This design comes from an exercise in tuning for small area and a short achievable clock period on the open sky130 flow, not from production work.
At most, simulation tests tie the RTL to the original design; equivalence was not proved.
Power figures rest on the tool's default switching activity, not on a simulated workload.

indigo:
// datapath
module datapath (clk, writenum, readnum, write, datapath_in, vsel, loada, loadb, loadc, shift, asel, bsel, ALUop, loads, Z_out, datapath_out);
export LEC_CHECK = 0
export CAP_MARGIN = 20
export CORE_MARGIN = 2
export CORE_UTILIZATION = 60
export CTS_BUF_LIST = sky130_fd_sc_hd__clkbuf_4 sky130_fd_sc_hd__clkbuf_8
export SETUP_SLACK_MARGIN = 2.9
export SLEW_MARGIN = 20
export SYNTH_HIERARCHICAL = 1
export SYNTH_MINIMUM_KEEP_SIZE = 0
create_clock -name core_clock -period 5.5 [get_ports {clk}]
standard.sh (not shown) runs the stock make flow with config.mk's settings and CLKGATE_MAP_FILE= SYNTH_SCRIPT=/design/flow/synth_recipe.tcl, a recipe that flattens the netlist after the stock synthesis.
==> flow/flow/run.sh <==
#!/bin/bash
# The standard layout (standard.sh), with every input and output port
# buffered by a buf_2 cell instead of the buffer the resizer picks by default.
set -euo pipefail
bash standard.sh 'BUFFER_PORTS_ARGS=-buffer_cell sky130_fd_sc_hd__buf_2' finish > make.log 2>&1
Input-level comparison between violet and indigo:
-- flow/design.v --
<<< indigo, line 6
  output [15:0] Cn;
  output        Sn;
  wire [3:0] s0, sl, sr, asb, subb, nokill, kz;   
  wire s15;
  bdec15 ud15 (.bsel(bsel), .sh(shift), .s15(s15));
>>> violet, line 6
  output [15:0] Cn;
  output        Sn;
  wire [1:0] s0, sl, sr, asb, subb, nokill, kz;   
  wire s15;
  bdec15 ud15 (.bsel(bsel), .sh(shift), .s15(s15));
<<< indigo, line 16
  genvar i;
  generate
    for (i = 0; i < 4; i = i + 1) begin : dec
      bdec ud (.bsel(bsel), .sh(shift), .s0(s0[i]), .sl(sl[i]), .sr(sr[i]));
      gm_buf uas (.a(asel), .y(asb[i]));
>>> violet, line 16
  genvar i;
  generate
    for (i = 0; i < 2; i = i + 1) begin : dec
      bdec ud (.bsel(bsel), .sh(shift), .s0(s0[i]), .sl(sl[i]), .sr(sr[i]));
      gm_buf uas (.a(asel), .y(asb[i]));
<<< indigo, line 26
  wire [15:0] An  = ~Aq;
  wire [16:0] bx  = {1'b0, Bq, 1'b0};
  wire [15:0] Ain, Bin, Bz, By, ai, g, t, xn, nd, wn, rn, zb;
  generate
    for (i = 0; i < 16; i = i + 1) begin : b
      localparam integer D = i / 4;
      gm_nor2 uan (.a(An[i]), .b(asb[D]), .y(Ain[i]));
      gm_xor2 ua (.a(Ain[i]), .b(subb[D]), .y(ai[i]));
>>> violet, line 26
  wire [15:0] An  = ~Aq;
  wire [16:0] bx  = {1'b0, Bq, 1'b0};
  wire [15:0] Ain, Bin, Bz, ai, g, t, xn, nd, wn, rn, zb;
  generate
    for (i = 0; i < 16; i = i + 1) begin : b
      localparam integer D = i / 8;
      gm_nor2 uan (.a(An[i]), .b(asb[D]), .y(Ain[i]));
      gm_xor2 ua (.a(Ain[i]), .b(subb[D]), .y(ai[i]));
<<< indigo, line 40
        gm_nand4 ub (.a(n0), .b(n1), .c(n2), .d(n3), .y(Bin[i]));
        gm_nand4 uz (.a(n0), .b(n1), .c(n2), .d(n3), .y(Bz[i]));
        gm_nand4 uy (.a(n0), .b(n1), .c(n2), .d(n3), .y(By[i]));
      end else if (i < 15) begin : mid
        wire n0, n1, n2;
>>> violet, line 40
        gm_nand4 ub (.a(n0), .b(n1), .c(n2), .d(n3), .y(Bin[i]));
        gm_nand4 uz (.a(n0), .b(n1), .c(n2), .d(n3), .y(Bz[i]));
      end else if (i < 15) begin : mid
        wire n0, n1, n2;
<<< indigo, line 48
        gm_nand3 ub (.a(n0), .b(n1), .c(n2), .y(Bin[i]));
        gm_nand3 uz (.a(n0), .b(n1), .c(n2), .y(Bz[i]));
        gm_nand3 uy (.a(n0), .b(n1), .c(n2), .y(By[i]));
      end else begin : top
        wire n0, n1;
>>> violet, line 47
        gm_nand3 ub (.a(n0), .b(n1), .c(n2), .y(Bin[i]));
        gm_nand3 uz (.a(n0), .b(n1), .c(n2), .y(Bz[i]));
      end else begin : top
        wire n0, n1;
<<< indigo, line 55
        gm_nand2 ub (.a(n0), .b(n1), .y(Bin[i]));
        gm_nand2 uz (.a(n0), .b(n1), .y(Bz[i]));
        gm_nand2 uy (.a(n0), .b(n1), .y(By[i]));
      end
      gm_nand3 ug (.a(Bin[i]), .b(ai[i]), .c(nokill[D]), .y(g[i]));
      gm_nor2 ut (.a(Bin[i]), .b(ai[i]), .y(t[i]));
      gm_xnor2 ux (.a(Ain[i]), .b(Bz[i]), .y(xn[i]));
      gm_nand2 un (.a(Ain[i]), .b(By[i]), .y(nd[i]));
      if (i == 0) begin : z0
        gm_inv uz (.a(xn[0]), .y(wn[0]));
>>> violet, line 53
        gm_nand2 ub (.a(n0), .b(n1), .y(Bin[i]));
        gm_nand2 uz (.a(n0), .b(n1), .y(Bz[i]));
      end
      gm_nand3 ug (.a(Bin[i]), .b(ai[i]), .c(nokill[D]), .y(g[i]));
      gm_nor2 ut (.a(Bin[i]), .b(ai[i]), .y(t[i]));
      gm_xnor2 ux (.a(Ain[i]), .b(Bz[i]), .y(xn[i]));
      gm_nand2 un (.a(Ain[i]), .b(Bz[i]), .y(nd[i]));
      if (i == 0) begin : z0
        gm_inv uz (.a(xn[0]), .y(wn[0]));
<<< indigo, line 70
    end
  endgenerate
  wire [15:0] y   = op1b ? (op0b ? ~By : ~nd) : ~xn;
  wire [15:0] yc  = ldcb ? y : Cq;
  wire        sq  = ~(~loads & Sq);
>>> violet, line 67
    end
  endgenerate
  wire [15:0] y   = op1b ? rn : ~xn;
  wire [15:0] yc  = ldcb ? y : Cq;
  wire        sq  = ~(~loads & Sq);
[summary]
- [compare] base=indigo new=violet: power consumption has decreased; number of filler cells placed in the layout has decreased; synthesized area has decreased; shortest clock period the worst path allows after layout has increased; total net switching power has decreased.
- Looking only at global-route usage, and setting everything else aside, the lower value of indigo and violet goes to violet.
- When violet is measured against indigo, its signed area change from the synthesized netlist to the final layout turns out 1.0 points higher.
The RTL of violet was laid out without a check of its function.

-- static timing again, ports no longer ideal --
In the flow no input, the clock included, has a driving cell. The finished layouts below were timed again as built, in two steps. Step 1, drivers: a clkbuf_16 drives clk and a buf_2 each remaining input, both assumed. Step 2 also shifts input and output timing later by t, the mid clock arrival at the registers, as if the neighbouring blocks saw the same clock. a / b / c = no drivers / after step 1 / after step 2; a / b = the first two.
run | shift t [ns] | setup WS [ns] | worst hold slack (ns) | worst setup path at the end | latest minus earliest clock arrival (ns)
indigo | 0.489 | 2.968 / 2.958 / 2.469 | 0.497 / 0.497 / 0.497 | input to register | 0.016 / 0.016
violet | 0.508 | 2.951 / 2.956 / 2.448 | 0.486 / 0.486 / 0.486 | input to register | 0.013 / 0.013
After both steps setup and hold are still met in every run listed. The setup slack of violet, which loses most, moves by +0.005 ns with the drivers and by -0.503 ns with both steps.
